Background: an optimization exercise with open tools, aiming at small area. Do not read the settings as production practice. Function was checked by simulation only, so behaviour that the tests miss may differ from the original.

[run.sh]
#!/bin/bash
# synth_recipe.tcl (not shown) runs the flow's synth.tcl, then flattens the netlist and writes it again
# the make line also repeats each setting of config.mk as NAME=value (left out here)
make -C /OpenROAD-flow-scripts/flow DESIGN_CONFIG=/design/flow/config.mk WORK_HOME=/design/flow/orfs CLKGATE_MAP_FILE= SYNTH_SCRIPT=/design/flow/synth_recipe.tcl finish
[config.mk]
export PLATFORM = sky130hd
export DESIGN_NAME = rtc_ctrl
export DESIGN_NICKNAME = rtc_ctrl
export VERILOG_FILES = /design/flow/design.v
export SDC_FILE = /design/flow/constraint.sdc
export NUM_CORES = 4
export LEC_CHECK = 0
export CAP_MARGIN = 20
export CORE_MARGIN = 2
export CORE_UTILIZATION = 40
export SLEW_MARGIN = 20
[constraint.sdc]
create_clock -name core_clock -period 5.0 [get_ports {clk}]
set_input_delay 1.0000 -clock core_clock [delete_from_list [all_inputs] [get_ports {clk}]]
set_output_delay 1.0000 -clock core_clock [all_outputs]
set_load 0.01 [all_outputs]
[design.v]
`timescale 1ns / 1ps
module contador_rtc(
	input wire clk, reset, EN_cuenta, 
	input wire [5:0] tiempo,
	output wire [4:0] cuenta
    );
	reg [4:0] cuenta_reg;
	always @(posedge clk, posedge reset)
	if (reset) cuenta_reg <= 1'b0;
	else
		begin
			if (EN_cuenta & cuenta_reg!=(tiempo-1)) cuenta_reg <= cuenta_reg + 1'b1;
			else cuenta_reg <= 1'b0;
		end
	assign cuenta = cuenta_reg;
endmodule
`timescale 1ns / 1ps
module ciclo_rtc(
	input wire clk, reset, EN_ciclo,
	input wire [5:0] duracion,
	output wire [5:0] ciclo,
	output wire [4:0] cuenta_int
    );
	localparam tiempo = 6'd32;
	reg EN_cuenta;
	wire [4:0] cuenta;
	reg [5:0] ciclo_reg;
	contador_rtc cuenta_ciclo(.clk(clk), .reset(reset), .EN_cuenta(EN_cuenta), .tiempo(tiempo), .cuenta(cuenta));
	always @(posedge clk, posedge reset)
	if (reset)
		begin
			ciclo_reg <= 1'b0;
			EN_cuenta <= 1'b0;
		end
	else
		if (EN_ciclo)
			begin
				EN_cuenta <= 1'b1;
				if (cuenta==(tiempo-1) & ciclo_reg < (duracion-1)) ciclo_reg <= ciclo_reg + 1'b1;
				else if (cuenta != (tiempo-1) & ciclo_reg < (duracion-1)) ciclo_reg <= ciclo_reg;
				else if (cuenta == (tiempo-1) & ciclo_reg == (duracion-1)) ciclo_reg <= 1'b0;
				else if (cuenta != (tiempo-1) & ciclo_reg == (duracion-1)) ciclo_reg <= ciclo_reg;
				else ciclo_reg <= 0;
			end
		else
			begin
				ciclo_reg <= 1'b0;
				EN_cuenta<=1'b0;
			end
	assign ciclo = ciclo_reg;
	assign cuenta_int = cuenta;
endmodule
`timescale 1ns / 1ps
module swt_control(
	input wire clk, reset,
	input wire [2:0] swt,
	input wire [7:0] seg_reg, min_reg, hora_reg,
	input wire [7:0] dia_reg, mes_reg, year_reg,
	input wire [7:0] seg_timer_reg, min_timer_reg, hora_timer_reg,
	output wire dato, read, EN_signals,
	output wire [7:0] addr_date,	
	output wire [3:0] reg_select,
	output wire [1:0] estado
    );
	reg dato_reg, read_reg , EN_signals_reg;
	reg [7:0] addr_date_reg;
	reg [3:0] reg_select_reg;
	reg [1:0] estado_reg;
	reg [1:0] cambio;
	reg [2:0] ruta_reg;
	reg primer_eva;
	reg inicializacion;
	reg timer_bn;
	reg EN_ciclo;
	reg [5:0] duracion;
	wire [5:0] ciclo; 
	wire [4:0] cuenta_int;
	ciclo_rtc ciclo_ruta(.clk(clk), .reset(reset), .EN_ciclo(EN_ciclo), .duracion(duracion), .ciclo(ciclo), .cuenta_int(cuenta_int));
	always @(posedge clk, posedge reset)
		if (reset)
			begin
				dato_reg <= 1'b0;
				read_reg <= 1'b0;
				EN_signals_reg <= 1'b0;
				addr_date_reg <= 8'h00;
				EN_ciclo <= 1'b0;
				cambio <= 2'b0;
				ruta_reg <= 3'b000;
				primer_eva <= 1'b0;
				inicializacion <= 1'b1;
				reg_select_reg <= 4'd0;
				estado_reg <= 2'd0;
				duracion <= 6'd0;
				timer_bn <= 1'b0;
			end
		else
			begin
				case (swt)
					3'b000 : cambio <= cambio;
					3'b001 : cambio <= 2'b01;
					3'b010 : cambio <= 2'b10;
					3'b100 : cambio <= 2'b11;
					default : cambio <= cambio;
				endcase
				EN_ciclo <= 1'b1;
				if (inicializacion)
					begin
						duracion <= 6'd37;
						if (ciclo == 6'd0 & cuenta_int == 6'd0 & primer_eva == 1'b0) primer_eva <=1'b1;  
						if (ciclo == 6'd0 & cuenta_int == 6'd0 & primer_eva == 1'b1)
							begin
								EN_signals_reg <= 1'b1;
								dato_reg <= 1'b0;
								read_reg <= 1'b0;
								addr_date_reg <= 8'h02;  
							end
						else if (ciclo == 6'd0 & cuenta_int == 6'd31)
							begin
								dato_reg <= 1'b1;
								read_reg <= 1'b0;
								addr_date_reg <= 8'h10;  
							end
						else if (ciclo == 6'd1 & cuenta_int == 6'd31)
							begin
								dato_reg <= 1'b0;
								read_reg <= 1'b0;
								addr_date_reg <= 8'h02;  
							end	
						else if (ciclo == 6'd2 & cuenta_int == 6'd31)
							begin
								dato_reg <= 1'b1;
								read_reg <= 1'b0;
								addr_date_reg <= 8'h00;  
							end				
						else if (ciclo == 6'd3 & cuenta_int == 6'd31)
							begin
								dato_reg <= 1'b0;
								read_reg <= 1'b0;
								addr_date_reg <= 8'h10;  
							end	
						else if (ciclo == 6'd4 & cuenta_int == 6'd31)
							begin
								dato_reg <= 1'b1;
								read_reg <= 1'b0;
								addr_date_reg <= 8'hD2;  
							end
						else if (ciclo == 6'd5 & cuenta_int == 6'd31)
							begin
								dato_reg <= 1'b0;
								read_reg <= 1'b0;
								addr_date_reg <= 8'h00;  
							end
						else if (ciclo == 6'd6 & cuenta_int == 6'd31)
							begin
								dato_reg <= 1'b1;
								read_reg <= 1'b0;
								addr_date_reg <= 8'h00;  
							end
						else if (ciclo == 6'd7 & cuenta_int == 6'd31)
							begin
								dato_reg <= 1'b0;
								read_reg <= 1'b0;
								addr_date_reg <= 8'h20;  
							end
						else if (ciclo == 6'd8 & cuenta_int == 6'd31)
							begin
								dato_reg <= 1'b1;
								read_reg <= 1'b0;
								addr_date_reg <= 8'h00;  
							end
						else if (ciclo == 6'd9 & cuenta_int == 6'd31)
							begin
								dato_reg <= 1'b0;
								read_reg <= 1'b0;
								addr_date_reg <= 8'h21;  
							end
						else if (ciclo == 6'd10 & cuenta_int == 6'd31)
							begin
								dato_reg <= 1'b1;
								read_reg <= 1'b0;
								addr_date_reg <= 8'h00;  
							end
						else if (ciclo == 6'd11 & cuenta_int == 6'd31)
							begin
								dato_reg <= 1'b0;
								read_reg <= 1'b0;
								addr_date_reg <= 8'h22;  
							end
						else if (ciclo == 6'd12 & cuenta_int == 6'd31)
							begin
								dato_reg <= 1'b1;
								read_reg <= 1'b0;
								addr_date_reg <= 8'h00;  
							end
						else if (ciclo == 6'd13 & cuenta_int == 6'd31)
							begin
								dato_reg <= 1'b0;
								read_reg <= 1'b0;
								addr_date_reg <= 8'h23;  
							end
						else if (ciclo == 6'd14 & cuenta_int == 6'd31)
							begin
								dato_reg <= 1'b1;
								read_reg <= 1'b0;
								addr_date_reg <= 8'h00;  
							end
						else if (ciclo == 6'd15 & cuenta_int == 6'd31)
							begin
								dato_reg <= 1'b0;
								read_reg <= 1'b0;
								addr_date_reg <= 8'h24;  
							end
						else if (ciclo == 6'd16 & cuenta_int == 6'd31)
							begin
								dato_reg <= 1'b1;
								read_reg <= 1'b0;
								addr_date_reg <= 8'h00;  
							end
						else if (ciclo == 6'd17 & cuenta_int == 6'd31)
							begin
								dato_reg <= 1'b0;
								read_reg <= 1'b0;
								addr_date_reg <= 8'h25;  
							end
						else if (ciclo == 6'd18 & cuenta_int == 6'd31)
							begin
								dato_reg <= 1'b1;
								read_reg <= 1'b0;
								addr_date_reg <= 8'h00;  
							end
						else if (ciclo == 6'd19 & cuenta_int == 6'd31)
							begin
								dato_reg <= 1'b0;
								read_reg <= 1'b0;
								addr_date_reg <= 8'h26;  
							end
						else if (ciclo == 6'd20 & cuenta_int == 6'd31)
							begin
								dato_reg <= 1'b1;
								read_reg <= 1'b0;
								addr_date_reg <= 8'h00;  
							end
						else if (ciclo == 6'd21 & cuenta_int == 6'd31)
							begin
								dato_reg <= 1'b0;
								read_reg <= 1'b0;
								addr_date_reg <= 8'h27;  
							end
						else if (ciclo == 6'd22 & cuenta_int == 6'd31)
							begin
								dato_reg <= 1'b1;
								read_reg <= 1'b0;
								addr_date_reg <= 8'h00;  
							end
						else if (ciclo == 6'd23 & cuenta_int == 6'd31)
							begin
								dato_reg <= 1'b0;
								read_reg <= 1'b0;
								addr_date_reg <= 8'h28;  
							end
						else if (ciclo == 6'd24 & cuenta_int == 6'd31)
							begin
								dato_reg <= 1'b1;
								read_reg <= 1'b0;
								addr_date_reg <= 8'h00;  
							end
						else if (ciclo == 6'd25 & cuenta_int == 6'd31)
							begin
								dato_reg <= 1'b0;
								read_reg <= 1'b0;
								addr_date_reg <= 8'hF1;  
							end
						else if (ciclo == 6'd26 & cuenta_int == 6'd31)
							begin
								dato_reg <= 1'b1;
								read_reg <= 1'b0;
							end
						else if (ciclo == 6'd27 & cuenta_int == 6'd31)
							begin
								dato_reg <= 1'b0;
								read_reg <= 1'b0;
								addr_date_reg <= 8'h41;  
							end
						else if (ciclo == 6'd28 & cuenta_int == 6'd31)
							begin
								dato_reg <= 1'b1;
								read_reg <= 1'b0;
								addr_date_reg <= 8'h00;  
							end
						else if (ciclo == 6'd29 & cuenta_int == 6'd31)
							begin
								dato_reg <= 1'b0;
								read_reg <= 1'b0;
								addr_date_reg <= 8'h42;  
							end
						else if (ciclo == 6'd30 & cuenta_int == 6'd31)
							begin
								dato_reg <= 1'b1;
								read_reg <= 1'b0;
								addr_date_reg <= 8'h00;  
							end
						else if (ciclo == 6'd31 & cuenta_int == 6'd31)
							begin
								dato_reg <= 1'b0;
								read_reg <= 1'b0;
								addr_date_reg <= 8'h43;  
							end
						else if (ciclo == 6'd32 & cuenta_int == 6'd31)
							begin
								dato_reg <= 1'b1;
								read_reg <= 1'b0;
								addr_date_reg <= 8'h00;  
							end
						else if (ciclo == 6'd33 & cuenta_int == 6'd31)
							begin
								dato_reg <= 1'b0;
								read_reg <= 1'b0;
								addr_date_reg <= 8'hF2;  
							end
						else if (ciclo == 6'd34 & cuenta_int == 6'd31)
							begin
								dato_reg <= 1'b1;
								read_reg <= 1'b0;
							end
						else if (ciclo == 6'd35 & cuenta_int == 6'd31)
							begin
								EN_signals_reg <= 1'b0;
							end
						else if (ciclo == 6'd36 & cuenta_int == 6'd29) 
							begin
							inicializacion <= 1'b0; 
							ruta_reg <= 3'b000;
							timer_bn <=1'b0;
							end
					end
				else 
					begin
						if ((ciclo == (duracion-1) & cuenta_int == (6'd30)))  
							begin
								if ((seg_timer_reg==8'h00) & (min_timer_reg==8'h00) & (hora_timer_reg==8'h00) & (timer_bn==1'b1)) ruta_reg <= 3'b101;
								else if ((swt == 3'b000 & cambio == 2'b00) | (swt != 3'b000 & cambio != 2'b00))
									begin
										ruta_reg <= 3'b001;
										if (swt == 3'b000) estado_reg <= 2'b00;
										else if (swt == 3'b001) estado_reg <= 2'b01;
										else if (swt == 3'b010) estado_reg <= 2'b10;
										else if (swt == 3'b100) estado_reg <= 2'b11;
									end
								else if (swt == 3'b000 & cambio != 2'b00)
									begin
										if (cambio == 2'b01) ruta_reg <= 3'b010;
										else if (cambio == 2'b10) ruta_reg <= 3'b011;
										else if (cambio == 2'b11) ruta_reg <= 3'b100;
									end
							end
						else
							begin
								ruta_reg <= ruta_reg;
								duracion <= duracion;
							end					
						if (ruta_reg == 3'b001)
							begin
								EN_signals_reg <= 1'b1; 
								duracion <= 6'd20; 
								if (ciclo == (duracion-1) & cuenta_int == 6'd31)
									begin
										dato_reg <= 1'b0;
										read_reg <= 1'b0;
										addr_date_reg <= 8'hF0;  
									end
								else if (ciclo == 6'd0 & cuenta_int == 6'd31)
									begin
										dato_reg <= 1'b1;
										read_reg <= 1'b1;  
										reg_select_reg <= 4'd10;  
									end
								else if (ciclo == 6'd1 & cuenta_int == 6'd31)
									begin
										dato_reg <= 1'b0;
										read_reg <= 1'b0;
										addr_date_reg <= 8'h21;  
									end
								else if (ciclo == 6'd2 & cuenta_int == 6'd31)
									begin
										dato_reg <= 1'b1;
										read_reg <= 1'b1;  
										reg_select_reg <= 4'd1;  
									end
								else if (ciclo == 6'd3 & cuenta_int == 6'd31)
									begin
										dato_reg <= 1'b0;
										read_reg <= 1'b0;
										addr_date_reg <= 8'h22;  
									end
								else if (ciclo == 6'd4 & cuenta_int == 6'd31)
									begin
										dato_reg <= 1'b1;
										read_reg <= 1'b1;  
										reg_select_reg <= 4'd2;  
									end
								else if (ciclo == 6'd5 & cuenta_int == 6'd31)
									begin
										dato_reg <= 1'b0;
										read_reg <= 1'b0;
										addr_date_reg <= 8'h23;  
									end
								else if (ciclo == 6'd6 & cuenta_int == 6'd31)
									begin
										dato_reg <= 1'b1;
										read_reg <= 1'b1;  
										reg_select_reg <= 4'd3;  
									end	
								else if (ciclo == 6'd7 & cuenta_int == 6'd31)
									begin
										dato_reg <= 1'b0;
										read_reg <= 1'b0;
										addr_date_reg <= 8'h24;  
									end
								else if (ciclo == 6'd8 & cuenta_int == 6'd31)
									begin
										dato_reg <= 1'b1;
										read_reg <= 1'b1;  
										reg_select_reg <= 4'd4;  
									end
								else if (ciclo == 6'd9 & cuenta_int == 6'd31)
									begin
										dato_reg <= 1'b0;
										read_reg <= 1'b0;
										addr_date_reg <= 8'h25;  
									end
								else if (ciclo == 6'd10 & cuenta_int == 6'd31)
									begin
										dato_reg <= 1'b1;
										read_reg <= 1'b1;  
										reg_select_reg <= 4'd5;  
									end
								else if (ciclo == 6'd11 & cuenta_int == 6'd31)
									begin
										dato_reg <= 1'b0;
										read_reg <= 1'b0;
										addr_date_reg <= 8'h26;  
									end
								else if (ciclo == 6'd12 & cuenta_int == 6'd31)
									begin
										dato_reg <= 1'b1;
										read_reg <= 1'b1;  
										reg_select_reg <= 4'd6;  
									end
								else if (ciclo == 6'd13 & cuenta_int == 6'd31)
									begin
										dato_reg <= 1'b0;
										read_reg <= 1'b0;
										addr_date_reg <= 8'h41;  
									end
								else if (ciclo == 6'd14 & cuenta_int == 6'd31)
									begin
										dato_reg <= 1'b1;
										read_reg <= 1'b1;  
										reg_select_reg <= 4'd7;  
									end
								else if (ciclo == 6'd15 & cuenta_int == 6'd31)
									begin
										dato_reg <= 1'b0;
										read_reg <= 1'b0;
										addr_date_reg <= 8'h42;  
									end
								else if (ciclo == 6'd16 & cuenta_int == 6'd31)
									begin
										dato_reg <= 1'b1;
										read_reg <= 1'b1;  
										reg_select_reg <= 4'd8;  
									end
								else if (ciclo == 6'd17 & cuenta_int == 6'd31)
									begin
										dato_reg <= 1'b0;
										read_reg <= 1'b0;
										addr_date_reg <= 8'h43;  
									end
								else if (ciclo == 6'd18 & cuenta_int == 6'd31)
									begin
										dato_reg <= 1'b1;
										read_reg <= 1'b1;  
										reg_select_reg <= 4'd9;  
									end
							end
						else if (ruta_reg == 3'b010)
							begin
								duracion <= 6'd8;
								if (ciclo == (duracion-1) & cuenta_int ==6'd31)
									begin
										cambio <= 2'b00;
										dato_reg <= 1'b0;
										read_reg <= 1'b0;
										addr_date_reg <= 8'h21;  
									end
								else if (ciclo == 6'd0 & cuenta_int == 6'd31)
									begin
										dato_reg <= 1'b1;
										read_reg <= 1'b0;
										addr_date_reg <= seg_reg;  
									end
								else if (ciclo == 6'd1 & cuenta_int ==6'd31)
									begin
										cambio <= 2'b00;
										dato_reg <= 1'b0;
										read_reg <= 1'b0;
										addr_date_reg <= 8'h22;  
									end
								else if (ciclo == 6'd2 & cuenta_int == 6'd31)
									begin
										dato_reg <= 1'b1;
										read_reg <= 1'b0;
										addr_date_reg <= min_reg;  
									end
								else if (ciclo == 6'd3 & cuenta_int ==6'd31)
									begin
										cambio <= 2'b00;
										dato_reg <= 1'b0;
										read_reg <= 1'b0;
										addr_date_reg <= 8'h23;  
									end
								else if (ciclo == 6'd4 & cuenta_int == 6'd31)
									begin
										dato_reg <= 1'b1;
										read_reg <= 1'b0;
										addr_date_reg <= hora_reg;  
									end
								else if (ciclo == 6'd5 & cuenta_int == 6'd31)
									begin
										dato_reg <= 1'b0;
										read_reg <= 1'b0;
										addr_date_reg <= 8'hF1;  
									end
								else if (ciclo == 6'd6 & cuenta_int == 6'd31)
									begin
										dato_reg <= 1'b1;
										read_reg <= 1'b0;  
									end
							end
						else if (ruta_reg == 3'b011)
							begin
								duracion <= 6'd8;
								if (ciclo == (duracion-1) & cuenta_int ==6'd31)
									begin
										cambio <= 2'b00;
										dato_reg <= 1'b0;
										read_reg <= 1'b0;
										addr_date_reg <= 8'h24;  
									end
								else if (ciclo == 6'd0 & cuenta_int == 6'd31)
									begin
										dato_reg <= 1'b1;
										read_reg <= 1'b0;
										addr_date_reg <= dia_reg;  
									end
								else if (ciclo == 6'd1 & cuenta_int ==6'd31)
									begin
										cambio <= 2'b00;
										dato_reg <= 1'b0;
										read_reg <= 1'b0;
										addr_date_reg <= 8'h25;  
									end
								else if (ciclo == 6'd2 & cuenta_int == 6'd31)
									begin
										dato_reg <= 1'b1;
										read_reg <= 1'b0;
										addr_date_reg <= mes_reg;  
									end
								else if (ciclo == 6'd3 & cuenta_int ==6'd31)
									begin
										cambio <= 2'b00;
										dato_reg <= 1'b0;
										read_reg <= 1'b0;
										addr_date_reg <= 8'h26;  
									end
								else if (ciclo == 6'd4 & cuenta_int == 6'd31)
									begin
										dato_reg <= 1'b1;
										read_reg <= 1'b0;
										addr_date_reg <= year_reg;  
									end
								else if (ciclo == 6'd5 & cuenta_int == 6'd31)
									begin
										dato_reg <= 1'b0;
										read_reg <= 1'b0;
										addr_date_reg <= 8'hF1;  
									end
								else if (ciclo == 6'd6 & cuenta_int == 6'd31)
									begin
										dato_reg <= 1'b1;
										read_reg <= 1'b0;  
									end
							end
						else if (ruta_reg == 3'b100)
							begin
								duracion <= 6'd6;
								timer_bn <= 1'b1;
								if (ciclo == (duracion-1) & cuenta_int ==6'd31)
									begin
										cambio <= 2'b00;
										EN_signals_reg <= 1'b1;
										dato_reg <= 1'b0;
										read_reg <= 1'b0;
										addr_date_reg <= 8'h41;  
									end
								else if (ciclo == 6'd0 & cuenta_int == 6'd31)
									begin
										dato_reg <= 1'b1;
										read_reg <= 1'b0;
										addr_date_reg <= 8'h00;  
									end
								else if (ciclo == 6'd1 & cuenta_int == 6'd31)
									begin
										dato_reg <= 1'b0;
										read_reg <= 1'b0;
										addr_date_reg <= 8'hF2;  
									end
								else if (ciclo == 6'd2 & cuenta_int == 6'd31)
									begin
										dato_reg <= 1'b1;
										read_reg <= 1'b0;  
									end
								else if (ciclo == 6'd3 & cuenta_int == 6'd31)
									begin
										dato_reg <= 1'b0;
										read_reg <= 1'b0;
										addr_date_reg <= 8'h00;  
									end
								else if (ciclo == 6'd4 & cuenta_int == 6'd31)
									begin
										dato_reg <= 1'b1;
										read_reg <= 1'b0;  
										addr_date_reg <= 8'h08;
									end
							end
						else if (ruta_reg == 3'b101)
							begin
								duracion <= 6'd10;
								timer_bn <= 1'b0;
								if (ciclo == (duracion-1) & cuenta_int ==6'd31)
									begin
										EN_signals_reg <= 1'b1;
										dato_reg <= 1'b0;
										read_reg <= 1'b0;
										addr_date_reg <= 8'h00;  
									end
								else if (ciclo == 6'd0 & cuenta_int == 6'd31)
									begin
										dato_reg <= 1'b1;
										read_reg <= 1'b0;
										addr_date_reg <= 8'h00;  
									end
								else if (ciclo == 6'd1 & cuenta_int == 6'd31)
									begin
										dato_reg <= 1'b0;
										read_reg <= 1'b0;
										addr_date_reg <= 8'h41;  
									end
								else if (ciclo == 6'd2 & cuenta_int == 6'd31)
									begin
										dato_reg <= 1'b1;
										read_reg <= 1'b0;  
										addr_date_reg <= 8'h00;
									end
								else if (ciclo == 6'd3 & cuenta_int == 6'd31)
									begin
										dato_reg <= 1'b0;
										read_reg <= 1'b0;
										addr_date_reg <= 8'h42;  
									end
								else if (ciclo == 6'd4 & cuenta_int == 6'd31)
									begin
										dato_reg <= 1'b1;
										read_reg <= 1'b0;  
										addr_date_reg <= 8'h00;
									end
								else if (ciclo == 6'd5 & cuenta_int == 6'd31)
									begin
										dato_reg <= 1'b0;
										read_reg <= 1'b0;
										addr_date_reg <= 8'h43;  
									end
								else if (ciclo == 6'd6 & cuenta_int == 6'd31)
									begin
										dato_reg <= 1'b1;
										read_reg <= 1'b0;  
										addr_date_reg <= 8'h00;
									end
								else if (ciclo == 6'd7 & cuenta_int == 6'd31)
									begin
										dato_reg <= 1'b0;
										read_reg <= 1'b0;
										addr_date_reg <= 8'hF2;  
									end
								else if (ciclo == 6'd8 & cuenta_int == 6'd31)
									begin
										dato_reg <= 1'b1;
										read_reg <= 1'b0;  
									end
							end
					end
			end
	assign dato = dato_reg;
	assign read = read_reg;
	assign EN_signals = EN_signals_reg;
	assign addr_date = addr_date_reg;
	assign reg_select = reg_select_reg;
	assign estado = estado_reg;
endmodule
`timescale 1ns / 1ps
module signals_rtc(
	input wire clk, reset, EN_signals, read, dato,
	output wire CS, WR, RD, AD, SS, 
	output wire LL  
    );
	localparam atraso =2;
	localparam bajo_cs_wr_rd =17;
	localparam bajo_ad =19;
	localparam transicion =32;
	localparam zup= 7;
	localparam zdown=20;
	localparam tiempo= 6'd32;
	reg EN_cuenta;
	reg cs_reg, wr_reg, rd_reg, ad_reg, ss_reg, ll_reg;
	wire [4:0] cuenta;
	contador_rtc ciclo_signals(.clk(clk), .reset(reset), .EN_cuenta(EN_cuenta), .tiempo(tiempo), .cuenta(cuenta));
	always @(posedge clk, posedge reset)
		if (reset)
			begin
				cs_reg<=1'b1;
				wr_reg<=1'b1;
				rd_reg<=1'b1;
				ad_reg<=1'b1;
				ss_reg<=1'b0;
				ll_reg<=1'b0;
				EN_cuenta<=1'b0;
			end
		else
			begin
				if (EN_signals)
					begin
						EN_cuenta <= 1'b1;
						if (cuenta < (bajo_ad-1) | cuenta >= (transicion-1))
							begin
								if (~dato) ad_reg<=0;
								else ad_reg<=1;
							end
						else ad_reg<=1; 
						if (cuenta >= (atraso-1) & cuenta < (bajo_cs_wr_rd-1))
							begin
								if (read)
									begin
										cs_reg<=0;
										wr_reg<=1;
										rd_reg<=0;
									end
								else
									begin
										cs_reg<=0;
										wr_reg<=0;
										rd_reg<=1;
									end
							end
						else if (cuenta >= (bajo_cs_wr_rd-1) & cuenta < (transicion-1))
							begin
								cs_reg<=1;
								wr_reg<=1;
								rd_reg<=1;
							end 
					if (~read)
						begin
							if (cuenta >= (zup-1) & cuenta < (zdown+7)) ss_reg<=1'b1;
							else ss_reg<=1'b0;
						end
					else ss_reg<=1'b0;
					if (read)
						begin
							if (cuenta >= (zup-2) & cuenta < (zdown-2)) ll_reg<=1'b1;
							else ll_reg<=1'b0;
						end
					else ll_reg<=1'b0;
			end	
				else
					begin
						cs_reg<=1'b1;
						wr_reg<=1'b1;
						rd_reg<=1'b1;
						ad_reg<=1'b1;
						ss_reg<=1'b0;
						ll_reg<=1'b0;
						EN_cuenta<=1'b0;
					end
			end
	assign CS = cs_reg;
	assign WR = wr_reg;
	assign RD = rd_reg;
	assign AD = ad_reg;
	assign SS = ss_reg;
	assign LL = ll_reg;
endmodule
`timescale 1ns / 1ps
module prueba_registros(
	input wire clk, reset, LL_signal, swt4,
	input wire [7:0] RTC_BUS,
	input wire [3:0] reg_select,
	input wire [1:0] estado,
	input wire [7:0] seg_bot, min_bot, hora_bot,
	input wire [7:0] dia_bot, mes_bot, year_bot,
	output wire [7:0] seg, min, hora,
	output wire [7:0] dia, mes, year,
	output wire [7:0] seg_timer, min_timer, hora_timer,
	output wire alarm_of
    );
	reg [7:0] seg_reg, min_reg, hora_reg, basura_reg;
	reg [7:0] dia_reg, mes_reg, year_reg;
	reg [7:0] seg_timer_reg, min_timer_reg, hora_timer_reg;
	reg [7:0] seg_fake, min_fake, hora_fake;
	reg alarm_of_reg;
	always @(posedge clk, posedge reset)
		if (reset)
			begin
				seg_reg <= 8'h00;
				min_reg <= 8'h00;
				hora_reg <= 8'h00;
				dia_reg <= 8'h00;
				mes_reg <= 8'h00;
				year_reg <= 8'h00;
				seg_timer_reg <= 8'h00;
				min_timer_reg <= 8'h00;
				hora_timer_reg <= 8'h00;
				basura_reg <= 8'h00;
				seg_fake <= 8'h00;
				min_fake <= 8'h00;
				hora_fake <= 8'h00;
				alarm_of_reg <= 1'b0;
			end
		else
			begin
				if (seg_timer_reg == 8'h01) alarm_of_reg <= 1'b1;
				else 
					begin
						if (swt4) alarm_of_reg <= 1'b0;
						else alarm_of_reg <= alarm_of_reg;
					end
				if (LL_signal == 1'b1)
					if (estado == 2'b00)
						begin
							if((seg_timer_reg==8'h00) & (min_timer_reg==8'h00) &(hora_timer_reg==8'h00)) 
								begin
									seg_fake <= 8'h00;
									min_fake <= 8'h00;
									hora_fake <= 8'h00;
								end
							else 
								begin
									seg_fake <= seg_fake;
									min_fake <= min_fake;
									hora_fake <= hora_fake;
								end
							if (reg_select == 4'd10)
								begin
									seg_reg <= seg_reg;
									min_reg <= min_reg;
									hora_reg <= hora_reg;
									dia_reg <= dia_reg;
									mes_reg <= mes_reg;
									year_reg <= year_reg;
									seg_timer_reg <= seg_timer_reg;
									min_timer_reg <= min_timer_reg;
									hora_timer_reg <= hora_timer_reg;
									basura_reg <= RTC_BUS;
								end
							else if (reg_select == 4'd1)
								begin
									seg_reg <= RTC_BUS;
									min_reg <= min_reg;
									hora_reg <= hora_reg;
									dia_reg <= dia_reg;
									mes_reg <= mes_reg;
									year_reg <= year_reg;
									seg_timer_reg <= seg_timer_reg;
									min_timer_reg <= min_timer_reg;
									hora_timer_reg <= hora_timer_reg;
									basura_reg <= basura_reg;
								end
							else if (reg_select == 4'd2)
								begin
									seg_reg <= seg_reg;
									min_reg <= RTC_BUS;
									hora_reg <= hora_reg;
									dia_reg <= dia_reg;
									mes_reg <= mes_reg;
									year_reg <= year_reg;
									seg_timer_reg <= seg_timer_reg;
									min_timer_reg <= min_timer_reg;
									hora_timer_reg <= hora_timer_reg;
									basura_reg <= basura_reg;
								end
							else if (reg_select == 4'd3)
								begin
									seg_reg <= seg_reg;
									min_reg <= min_reg;
									hora_reg <= RTC_BUS;
									dia_reg <= dia_reg;
									mes_reg <= mes_reg;
									year_reg <= year_reg;
									seg_timer_reg <= seg_timer_reg;
									min_timer_reg <= min_timer_reg;
									hora_timer_reg <= hora_timer_reg;
									basura_reg <= basura_reg;
								end
							else if (reg_select == 4'd4)
								begin
									seg_reg <= seg_reg;
									min_reg <= min_reg;
									hora_reg <= hora_reg;
									dia_reg <= RTC_BUS;
									mes_reg <= mes_reg;
									year_reg <= year_reg;
									seg_timer_reg <= seg_timer_reg;
									min_timer_reg <= min_timer_reg;
									hora_timer_reg <= hora_timer_reg;
									basura_reg <= basura_reg;
								end
							else if (reg_select == 4'd5)
								begin
									seg_reg <= seg_reg;
									min_reg <= min_reg;
									hora_reg <= hora_reg;
									dia_reg <= dia_reg;
									mes_reg <= RTC_BUS;
									year_reg <= year_reg;
									seg_timer_reg <= seg_timer_reg;
									min_timer_reg <= min_timer_reg;
									hora_timer_reg <= hora_timer_reg;
									basura_reg <= basura_reg;
								end
							else if (reg_select == 4'd6)
								begin
									seg_reg <= seg_reg;
									min_reg <= min_reg;
									hora_reg <= hora_reg;
									dia_reg <= dia_reg;
									mes_reg <= mes_reg;
									year_reg <= RTC_BUS;
									seg_timer_reg <= seg_timer_reg;
									min_timer_reg <= min_timer_reg;
									hora_timer_reg <= hora_timer_reg;
									basura_reg <= basura_reg;
								end
							else if (reg_select == 4'd7)
								begin
									seg_reg <= seg_reg;
									min_reg <= min_reg;
									hora_reg <= hora_reg;
									dia_reg <= dia_reg;
									mes_reg <= mes_reg;
									year_reg <= year_reg;
									if (seg_fake!=8'h00) seg_timer_reg <= (seg_fake - RTC_BUS);
									else seg_timer_reg <= seg_timer_reg;
									min_timer_reg <= min_timer_reg;
									hora_timer_reg <= hora_timer_reg;
									basura_reg <= basura_reg;
								end
							else if (reg_select == 4'd8)
								begin
									seg_reg <= seg_reg;
									min_reg <= min_reg;
									hora_reg <= hora_reg;
									dia_reg <= dia_reg;
									mes_reg <= mes_reg;
									year_reg <= year_reg;
									seg_timer_reg <= seg_timer_reg;
									if (min_fake!=8'h00) min_timer_reg <= (min_fake - RTC_BUS);
									else min_timer_reg <= min_timer_reg;
									hora_timer_reg <= hora_timer_reg;
									basura_reg <= basura_reg;
								end
							else if (reg_select == 4'd9)
								begin
									seg_reg <= seg_reg;
									min_reg <= min_reg;
									hora_reg <= hora_reg;
									dia_reg <= dia_reg;
									mes_reg <= mes_reg;
									year_reg <= year_reg;
									seg_timer_reg <= seg_timer_reg;
									min_timer_reg <= min_timer_reg;
									if (hora_fake!=8'h00) hora_timer_reg <= (hora_fake - RTC_BUS);
									else hora_timer_reg <= hora_timer_reg;
									basura_reg <= basura_reg;
								end
						end
					else if (estado == 2'b01)  
						begin
							if((seg_timer_reg==8'h00) & (min_timer_reg==8'h00) &(hora_timer_reg==8'h00)) 
								begin
									seg_fake <= 8'h00;
									min_fake <= 8'h00;
									hora_fake <= 8'h00;
								end
							else 
								begin
									seg_fake <= seg_fake;
									min_fake <= min_fake;
									hora_fake <= hora_fake;
								end
							if (reg_select == 4'd10)  
								begin
									seg_reg <= seg_bot;
									min_reg <= min_bot;
									hora_reg <= hora_bot;
									dia_reg <= dia_reg;
									mes_reg <= mes_reg;
									year_reg <= year_reg;
									seg_timer_reg <= seg_timer_reg;
									min_timer_reg <= min_timer_reg;
									hora_timer_reg <= hora_timer_reg;
									basura_reg <= RTC_BUS;
								end
							else if ((reg_select == 4'd1) | (reg_select == 4'd2) | (reg_select == 4'd3))
								begin
									dia_reg <= dia_reg;
									mes_reg <= mes_reg;
									year_reg <= year_reg;
									seg_timer_reg <= seg_timer_reg;
									min_timer_reg <= min_timer_reg;
									hora_timer_reg <= hora_timer_reg;
									basura_reg <= basura_reg;
								end
							else if (reg_select == 4'd4)
								begin
									dia_reg <= RTC_BUS;
									mes_reg <= mes_reg;
									year_reg <= year_reg;
									seg_timer_reg <= seg_timer_reg;
									min_timer_reg <= min_timer_reg;
									hora_timer_reg <= hora_timer_reg;
									basura_reg <= basura_reg;
								end
							else if (reg_select == 4'd5)
								begin
									dia_reg <= dia_reg;
									mes_reg <= RTC_BUS;
									year_reg <= year_reg;
									seg_timer_reg <= seg_timer_reg;
									min_timer_reg <= min_timer_reg;
									hora_timer_reg <= hora_timer_reg;
									basura_reg <= basura_reg;
								end
							else if (reg_select == 4'd6)
								begin
									dia_reg <= dia_reg;
									mes_reg <= mes_reg;
									year_reg <= RTC_BUS;
									seg_timer_reg <= seg_timer_reg;
									min_timer_reg <= min_timer_reg;
									hora_timer_reg <= hora_timer_reg;
									basura_reg <= basura_reg;
								end
							else if (reg_select == 4'd7)
								begin
									dia_reg <= dia_reg;
									mes_reg <= mes_reg;
									year_reg <= year_reg;
									if (seg_fake!=8'h00) seg_timer_reg <= (seg_fake - RTC_BUS);
									else seg_timer_reg <= seg_timer_reg;
									min_timer_reg <= min_timer_reg;
									hora_timer_reg <= hora_timer_reg;
									basura_reg <= basura_reg;
								end
							else if (reg_select == 4'd8)
								begin
									dia_reg <= dia_reg;
									mes_reg <= mes_reg;
									year_reg <= year_reg;
									seg_timer_reg <= seg_timer_reg;
									if (min_fake!=8'h00) min_timer_reg <= (min_fake - RTC_BUS);
									else min_timer_reg <= min_timer_reg;
									hora_timer_reg <= hora_timer_reg;
									basura_reg <= basura_reg;
								end
							else if (reg_select == 4'd9)
								begin
									dia_reg <= dia_reg;
									mes_reg <= mes_reg;
									year_reg <= year_reg;
									seg_timer_reg <= seg_timer_reg;
									min_timer_reg <= min_timer_reg;
									if (hora_fake!=8'h00) hora_timer_reg <= (hora_fake - RTC_BUS);
									else hora_timer_reg <= hora_timer_reg;
									basura_reg <= basura_reg;
								end
						end
					else if (estado == 2'b10)  
						begin
							if((seg_timer_reg==8'h00) & (min_timer_reg==8'h00) &(hora_timer_reg==8'h00)) 
								begin
									seg_fake <= 8'h00;
									min_fake <= 8'h00;
									hora_fake <= 8'h00;
								end
							else 
								begin
									seg_fake <= seg_fake;
									min_fake <= min_fake;
									hora_fake <= hora_fake;
								end
							if (reg_select == 4'd10)
								begin
									seg_reg <= seg_reg;
									min_reg <= min_reg;
									hora_reg <= hora_reg;
									dia_reg <= dia_bot;
									mes_reg <= mes_bot;
									year_reg <= year_bot;
									seg_timer_reg <= seg_timer_reg;
									min_timer_reg <= min_timer_reg;
									hora_timer_reg <= hora_timer_reg;
									basura_reg <= RTC_BUS;
								end
							else if (reg_select == 4'd1)
								begin
									seg_reg <= RTC_BUS;
									min_reg <= min_reg;
									hora_reg <= hora_reg;
									seg_timer_reg <= seg_timer_reg;
									min_timer_reg <= min_timer_reg;
									hora_timer_reg <= hora_timer_reg;
									basura_reg <= basura_reg;
								end
							else if (reg_select == 4'd2)
								begin
									seg_reg <= seg_reg;
									min_reg <= RTC_BUS;
									hora_reg <= hora_reg;
									seg_timer_reg <= seg_timer_reg;
									min_timer_reg <= min_timer_reg;
									hora_timer_reg <= hora_timer_reg;
									basura_reg <= basura_reg;
								end
							else if (reg_select == 4'd3)
								begin
									seg_reg <= seg_reg;
									min_reg <= min_reg;
									hora_reg <= RTC_BUS;
									seg_timer_reg <= seg_timer_reg;
									min_timer_reg <= min_timer_reg;
									hora_timer_reg <= hora_timer_reg;
									basura_reg <= basura_reg;
								end
							else if ((reg_select == 4'd4) | (reg_select == 4'd5) | (reg_select == 4'd6))
									begin
										seg_reg <= seg_reg;
										min_reg <= min_reg;
										hora_reg <= hora_reg;
										seg_timer_reg <= seg_timer_reg;
										min_timer_reg <= min_timer_reg;
										hora_timer_reg <= hora_timer_reg;
										basura_reg <= basura_reg;
									end
							else if (reg_select == 4'd7)
								begin
									seg_reg <= seg_reg;
									min_reg <= min_reg;
									hora_reg <= hora_reg;
									if (seg_fake!=8'h00) seg_timer_reg <= (seg_fake - RTC_BUS);
									else seg_timer_reg <= seg_timer_reg;
									min_timer_reg <= min_timer_reg;
									hora_timer_reg <= hora_timer_reg;
									basura_reg <= basura_reg;
								end
							else if (reg_select == 4'd8)
								begin
									seg_reg <= seg_reg;
									min_reg <= min_reg;
									hora_reg <= hora_reg;
									seg_timer_reg <= seg_timer_reg;
									if (min_fake!=8'h00) min_timer_reg <= (min_fake - RTC_BUS);
									else min_timer_reg <= min_timer_reg;
									hora_timer_reg <= hora_timer_reg;
									basura_reg <= basura_reg;
								end
							else if (reg_select == 4'd9)
								begin
									seg_reg <= seg_reg;
									min_reg <= min_reg;
									hora_reg <= hora_reg;
									seg_timer_reg <= seg_timer_reg;
									min_timer_reg <= min_timer_reg;
									if (hora_fake!=8'h00) hora_timer_reg <= (hora_fake - RTC_BUS);
									else hora_timer_reg <= hora_timer_reg;
									basura_reg <= basura_reg;
								end
						end
					else if (estado == 2'b11)
						begin
							if (reg_select == 4'd10)
								begin
									seg_reg <= seg_reg;
									min_reg <= min_reg;
									hora_reg <= hora_reg;
									dia_reg <= dia_reg;
									mes_reg <= mes_reg;
									year_reg <= year_reg;
									seg_timer_reg <= seg_timer_reg;
									min_timer_reg <= min_timer_reg;
									hora_timer_reg <= hora_timer_reg;
									basura_reg <= RTC_BUS;
								end
							else if (reg_select == 4'd1)
								begin
									seg_reg <= RTC_BUS;
									min_reg <= min_reg;
									hora_reg <= hora_reg;
									dia_reg <= dia_reg;
									mes_reg <= mes_reg;
									year_reg <= year_reg;
									seg_timer_reg <= seg_timer_reg;
									min_timer_reg <= min_timer_reg;
									hora_timer_reg <= hora_timer_reg;
									basura_reg <= basura_reg;
								end
							else if (reg_select == 4'd2)
								begin
									seg_reg <= seg_reg;
									min_reg <= RTC_BUS;
									hora_reg <= hora_reg;
									dia_reg <= dia_reg;
									mes_reg <= mes_reg;
									year_reg <= year_reg;
									seg_timer_reg <= seg_timer_reg;
									min_timer_reg <= min_timer_reg;
									hora_timer_reg <= hora_timer_reg;
									basura_reg <= basura_reg;
								end
							else if (reg_select == 4'd3)
								begin
									seg_reg <= seg_reg;
									min_reg <= min_reg;
									hora_reg <= RTC_BUS;
									dia_reg <= dia_reg;
									mes_reg <= mes_reg;
									year_reg <= year_reg;
									seg_timer_reg <= seg_timer_reg;
									min_timer_reg <= min_timer_reg;
									hora_timer_reg <= hora_timer_reg;
									basura_reg <= basura_reg;
								end
							else if (reg_select == 4'd4)
								begin
									seg_reg <= seg_reg;
									min_reg <= min_reg;
									hora_reg <= hora_reg;
									dia_reg <= RTC_BUS;
									mes_reg <= mes_reg;
									year_reg <= year_reg;
									seg_timer_reg <= seg_timer_reg;
									min_timer_reg <= min_timer_reg;
									hora_timer_reg <= hora_timer_reg;
									basura_reg <= basura_reg;
								end
							else if (reg_select == 4'd5)
								begin
									seg_reg <= seg_reg;
									min_reg <= min_reg;
									hora_reg <= hora_reg;
									dia_reg <= dia_reg;
									mes_reg <= RTC_BUS;
									year_reg <= year_reg;
									seg_timer_reg <= seg_timer_reg;
									min_timer_reg <= min_timer_reg;
									hora_timer_reg <= hora_timer_reg;
									basura_reg <= basura_reg;
								end
							else if (reg_select == 4'd6)
								begin
									seg_reg <= seg_reg;
									min_reg <= min_reg;
									hora_reg <= hora_reg;
									dia_reg <= dia_reg;
									mes_reg <= mes_reg;
									year_reg <= RTC_BUS;
									seg_timer_reg <= seg_timer_reg;
									min_timer_reg <= min_timer_reg;
									hora_timer_reg <= hora_timer_reg;
									basura_reg <= basura_reg;
								end
							else if ((reg_select == 4'd7) | (reg_select == 4'd8) | (reg_select == 4'd9))
									begin
										seg_reg <= seg_reg;
										min_reg <= min_reg;
										hora_reg <= hora_reg;
										dia_reg <= dia_reg;
										mes_reg <= mes_reg;
										year_reg <= year_reg;
										seg_timer_reg <= seg_fake;
										min_timer_reg <= min_fake;
										hora_timer_reg <= hora_fake;
										basura_reg <= basura_reg;
										seg_fake <= 8'h05;
										min_fake <= 8'h00;
										hora_fake <= 8'h00;
									end
						end
				else
					begin
					seg_reg <= seg_reg;
					min_reg <= min_reg;
					hora_reg <= hora_reg;
					dia_reg <= dia_reg;
					mes_reg <= mes_reg;
					year_reg <= year_reg;
					seg_timer_reg <= seg_timer_reg;
					min_timer_reg <= min_timer_reg;
					hora_timer_reg <= hora_timer_reg;
					basura_reg <= basura_reg;
					seg_fake <= seg_fake;
					min_fake <= min_fake;
					hora_fake <= hora_fake;
					end
			end
	assign seg = seg_reg;
	assign min = min_reg;
	assign hora = hora_reg;
	assign dia = dia_reg;
	assign mes = mes_reg;
	assign year = year_reg;
	assign seg_timer = seg_timer_reg;
	assign min_timer = min_timer_reg;
	assign hora_timer = hora_timer_reg;
	assign alarm_of = alarm_of_reg;
endmodule
`timescale 1ns / 1ps
module rtc_ctrl(
	input wire clk, reset,
	input wire [2:0] swt,
	input wire swt4,
	input wire [7:0] rtc_bus_in,
	input wire [7:0] seg_bot, min_bot, hora_bot,
	input wire [7:0] dia_bot, mes_bot, year_bot,
	output wire CS, AD, WR, RD,
	output wire [7:0] rtc_bus_out,
	output wire rtc_bus_oe,
	output wire [1:0] estado,
	output wire [7:0] seg, min, hora,
	output wire [7:0] dia, mes, year,
	output wire [7:0] seg_timer, min_timer, hora_timer,
	output wire alarm_of
	);
	wire dato, read, EN_signals;
	wire [7:0] addr_date;
	wire [3:0] reg_select;
	wire csu, wru, rdu, adu, ssu, llu;
	wire [7:0] rtc_bus;
	swt_control swt_u(.clk(clk), .reset(reset), .swt(swt), .seg_reg(seg), .min_reg(min), .hora_reg(hora),
		.dia_reg(dia), .mes_reg(mes), .year_reg(year), .seg_timer_reg(seg_timer), .min_timer_reg(min_timer),
		.hora_timer_reg(hora_timer), .dato(dato), .read(read), .EN_signals(EN_signals), .addr_date(addr_date),
		.reg_select(reg_select), .estado(estado));
	signals_rtc signals(.clk(clk), .reset(reset), .EN_signals(EN_signals), .read(read), .dato(dato),
		.CS(csu), .WR(wru), .RD(rdu), .AD(adu), .SS(ssu), .LL(llu));
	assign rtc_bus = ssu ? addr_date : rtc_bus_in;
	prueba_registros registro(.clk(clk), .reset(reset), .LL_signal(llu), .swt4(swt4), .RTC_BUS(rtc_bus),
		.reg_select(reg_select), .estado(estado), .seg_bot(seg_bot), .min_bot(min_bot), .hora_bot(hora_bot),
		.dia_bot(dia_bot), .mes_bot(mes_bot), .year_bot(year_bot), .seg(seg), .min(min), .hora(hora),
		.dia(dia), .mes(mes), .year(year), .seg_timer(seg_timer), .min_timer(min_timer),
		.hora_timer(hora_timer), .alarm_of(alarm_of));
	assign CS = csu;
	assign AD = adu;
	assign WR = wru;
	assign RD = rdu;
	assign rtc_bus_out = addr_date;
	assign rtc_bus_oe = ssu;
endmodule
==> results.json <==
{
  "outcome": "finished clean",
  "viasPerCell": 6.27,
  "gp_congestion": 0.985,
  "slew_violations": 0,
  "required_ns": 5.32,
  "crit_path_top_delay_cell": "or3b_1",
  "layout.nets": 1482,
  "design_power_total_mw": 2.80,
  "row_count": 59,
  "multi_input_area_um2": 6240,
  "hold_path_class": "register to register",
  "critical_path_class": "register to register",
  "drc": 0,
  "crit_buf_inv": 2,
  "fin_setup_tns_ns": 0,
  "setup_viol": 0,
  "fin_worst_skew_ns": 0.0195,
  "path_clk_slew_ns": 0.07,
  "fin_cells": 1717,
  "dp.cells": 1685,
  "antennaDiodeCount": 0,
  "hold_viol_final": 0,
  "p_clk_share_pct": 49.3,
  "endpoint_kind": "register",
  "rsz0062_at_grt": "no",
  "setup_ws_ns": 0.967,
  "cts_resized": 0,
  "cts_tree": "done",
  "max_clock_freq_mhz": 248,
  "syn_area_um2": 10600,
  "place_area_um2": 12400,
  "cts_hold_buf": 0,
  "die_w_um": 167,
  "dp_hpwl_um": 30000,
  "die_h_um": 167,
  "yosysSeqAreaShare_pct": 36.1,
  "crit_fanout": 21,
  "gr-usage-met2_pct": 47.5,
  "grt_pass1_wl_um": 62200,
  "crit_cells": 12,
  "port_buffers": 149,
  "synth_edf_count": 0,
  "grt_max_degree": 110,
  "slew_headroom_pct": 31.8,
  "crit_family": "simple AND/OR/NAND/NOR gates",
  "grt_overflow": 0,
  "irDropWorstVdd_mv": 0.135,
  "final-seq-area_um2": 3810,
  "syn_inst": 1244,
  "ys.flop_type": "dfrtp_1",
  "r2r_cells": 12,
  "ios": 150,
  "ys_ff_latch": 152,
  "synthesis.nets": 1357,
  "dp_slack_ns": 1.05,
  "met1_usage_pct": 37.9,
  "clock_latency_ns": 0.45,
  "layout-drive-gt1-share_pct": 8.54,
  "fillCellCount": 2508,
  "leakage_nw": 5.30,
  "design_area_um2": 13000,
  "power.density_nw_per_um2": 214,
  "yosysWarnings": 5,
  "core-area_um2": 26000,
  "fin_crit_ns": 4.03,
  "combPwrFrac_pct": 6.2,
  "gr-usage-all-layers_pct": 28.6,
  "start_util_pct": 40.7,
  "cts_max_path_buffers": 2,
  "drt-wirelength-per-cell_um": 23.4,
  "clockRootBuffer": "clkbuf_16",
  "syn_avg_cell_area_um2": 8.49,
  "arrival_ns": 4.35,
  "drt_wl_total_um": 40200,
  "fp.dieArea_um2": 27700,
  "synth_cell_type_count": 90,
  "vias": 10774,
  "cts_setup_buffers": 0,
  "grt_busiest_layer": "met2",
  "cp_cell_sequence": "ha_1, and3_1, ha_1, or3b_1, buf_4, nor2_1, buf_4, a211oi_1, a32oi_1, nand2_1, nor4_1, a21oi_1",
  "drtIter0Drc": 1305,
  "switchingPower_uw": 716,
  "cp-start-kind": "register",
  "grt_pass1_vias": 10346,
  "period_share_pct": 80.7,
  "antenna_found_initial": 0,
  "sequentialPowerShare_pct": 44.4,
  "ys_async_sr_fraction_pct": 100,
  "holdPathStages": 0,
  "cp_slowest_stage_delay_ns": 0.81,
  "htreeDepth": 4,
  "internal-power_mw": 2.08,
  "cts_made_buffers": 17,
  "worst_pin_slew_ns": 1.02,
  "synthToLayoutAreaGrowth_pct": 23.4,
  "ant_nets": 0,
  "clock-sinks": 152,
  "drtPass1Iterations": 7,
  "netSwitchingFraction_pct": 25.6,
  "grt_util_met3_pct": 4.78,
  "drv_cap": 0
}
[cell type report]
class | count | share of cell area [%]
multi-input combinational | 965 | 47.8
sequential | 152 | 29.2
timing repair buffer | 185 | 13.6
clock inverter | 14 | 1.41
inverter | 48 | 1.41
clock buffer | 18 | 3.29
tap | 335 | 3.21
[per-stage QoR]
step | hold WS (ns) | util, %
3_3_place_gp | 0.386 | 47.8
3_5_place_dp | 0.405 | 47.8
6_report | 0.407 | 50.2
5_1_grt | 0.437 | 50.2
2_1_floorplan | 0.375 | -
4_1_cts | 0.416 | 50.2
[power groups by stage]
stage | Sequential [mW] | Combinational (mW) | Clock (mW)
final | 1.24 | 0.174 | 1.38
after global routing | 1.24 | 0.193 | 1.44
after CTS | 1.24 | 0.177 | 1.39
after detailed placement | 1.27 | 0.175 | 0
after global placement | 1.26 | 0.174 | 0
after floorplan | 1.26 | 0.0822 | 0
[final timing paths]
path,slack (ns),startpoint,to
worst max-delay path,0.97,swt_u.ciclo_ruta.cuenta_ciclo.cuenta_reg[0]$_DFF_PP0_,swt_u.dato_reg$_DFFE_PP0P_
worst min-delay path,0.41,swt_u.EN_ciclo$_DFF_PP0_,swt_u.ciclo_ruta.EN_cuenta$_DFF_PP0_
worst max register to register,0.97,swt_u.ciclo_ruta.cuenta_ciclo.cuenta_reg[0]$_DFF_PP0_,swt_u.dato_reg$_DFFE_PP0P_
worst min register to register,0.41,swt_u.EN_ciclo$_DFF_PP0_,swt_u.ciclo_ruta.EN_cuenta$_DFF_PP0_
max in group asynchronous,3.40,reset,registro.min_fake[0]$_DFFE_PP0P_
min in group asynchronous,0.78,reset,registro.seg_reg[5]$_DFFE_PP0P_
[Yosys cell counts (all sizes together) (19+ instances only)]
| cell | number | area share [%] |
|---|---|---|
| ha | 48 | 5.7 |
| clkbuf | 52 | 1.8 |
| nor3 | 41 | 2.2 |
| a22oi | 29 | 2.1 |
| nand3 | 37 | 1.8 |
| nand2b | 21 | 1.2 |
| nor2 | 122 | 4.4 |
| a21oi | 77 | 3.6 |
| o22a | 34 | 2.8 |
| a31oi | 40 | 2.4 |
| nor2b | 21 | 1.2 |
| dfrtp | 147 | 35 |
| and2 | 31 | 1.8 |
| a21o | 19 | 1.3 |
| buf | 27 | 1.5 |
| o21ai | 83 | 4.0 |
| inv | 47 | 1.7 |
| nand2 | 105 | 3.8 |
[layer usage]
layer  vias up  routed length, um
met5         -                  0
li1       4856                  -
met2       505              19500
met1      5321              16800
met4         0               1310
met3        92               2560
[cells in the final DEF, fill, tap and decap left out, types with 15 or more instances in the layout]
cell             synthesis  routed
a21o_1                  19      19
dfrtp_1                147     147
a21oi_1                 77      77
o21ai_0                 78      78
o22a_1                  34      34
xnor2_1                 18      18
nand2b_1                21      21
nor3_1                  37      37
a31oi_1                 40      40
nand3_1                 36      36
nor4_1                  18      18
and2_1                  29      29
a22oi_1                 29      29
nand2_1                104     103
a32oi_1                 15      15
nor2_1                 120     120
clkdlybuf4s50_1          0     149
inv_1                   47      46
ha_1                    48      48
buf_4                    3      35
nor2b_1                 21      21
clkbuf_16                0      17
[cell families (layout without fill, tap and decap cells)]
family | after synthesis | in the layout | synth area share, %
AO/OA/AOI/OAI | 410 | 410 | 26.6
XOR/XNOR | 27 | 27 | 2.24
adder cells (fa/ha/maj) | 53 | 53 | 6.44
buffers and inverters | 127 | 265 | 5.08
flip-flops | 152 | 152 | 36.1
multiplexers | 20 | 20 | 2.01
other | 1 | 1 | 0.0355
AND/OR/NAND/NOR | 454 | 454 | 21.6

==> afterwards: timing with drivers on the ports <==
The flow's constraints put no driver on any port. The routed layout listed below was extracted and timed again, unchanged, in two steps. Step 1: set_driving_cell puts a clkbuf_16 on clk and a buf_2 on each other input, an assumption about the parent block. Step 2 also shifts input and output timing later by t, the mid clock arrival at the registers, as if the neighbouring blocks saw the same clock. Three values: ideal ports, drivers, drivers and shift; two values: the first two.
t, ns: 0.487
setup slack, ns: 0.967 / 0.967 / 0.967
worst hold slack (ns): 0.407 / 0.407 / 0.407
worst setup path at the end: register to register
After both steps setup and hold are still met in this run. For this run, drivers alone change the setup slack by 0.000 ns; drivers and shift together by 0.000 ns.
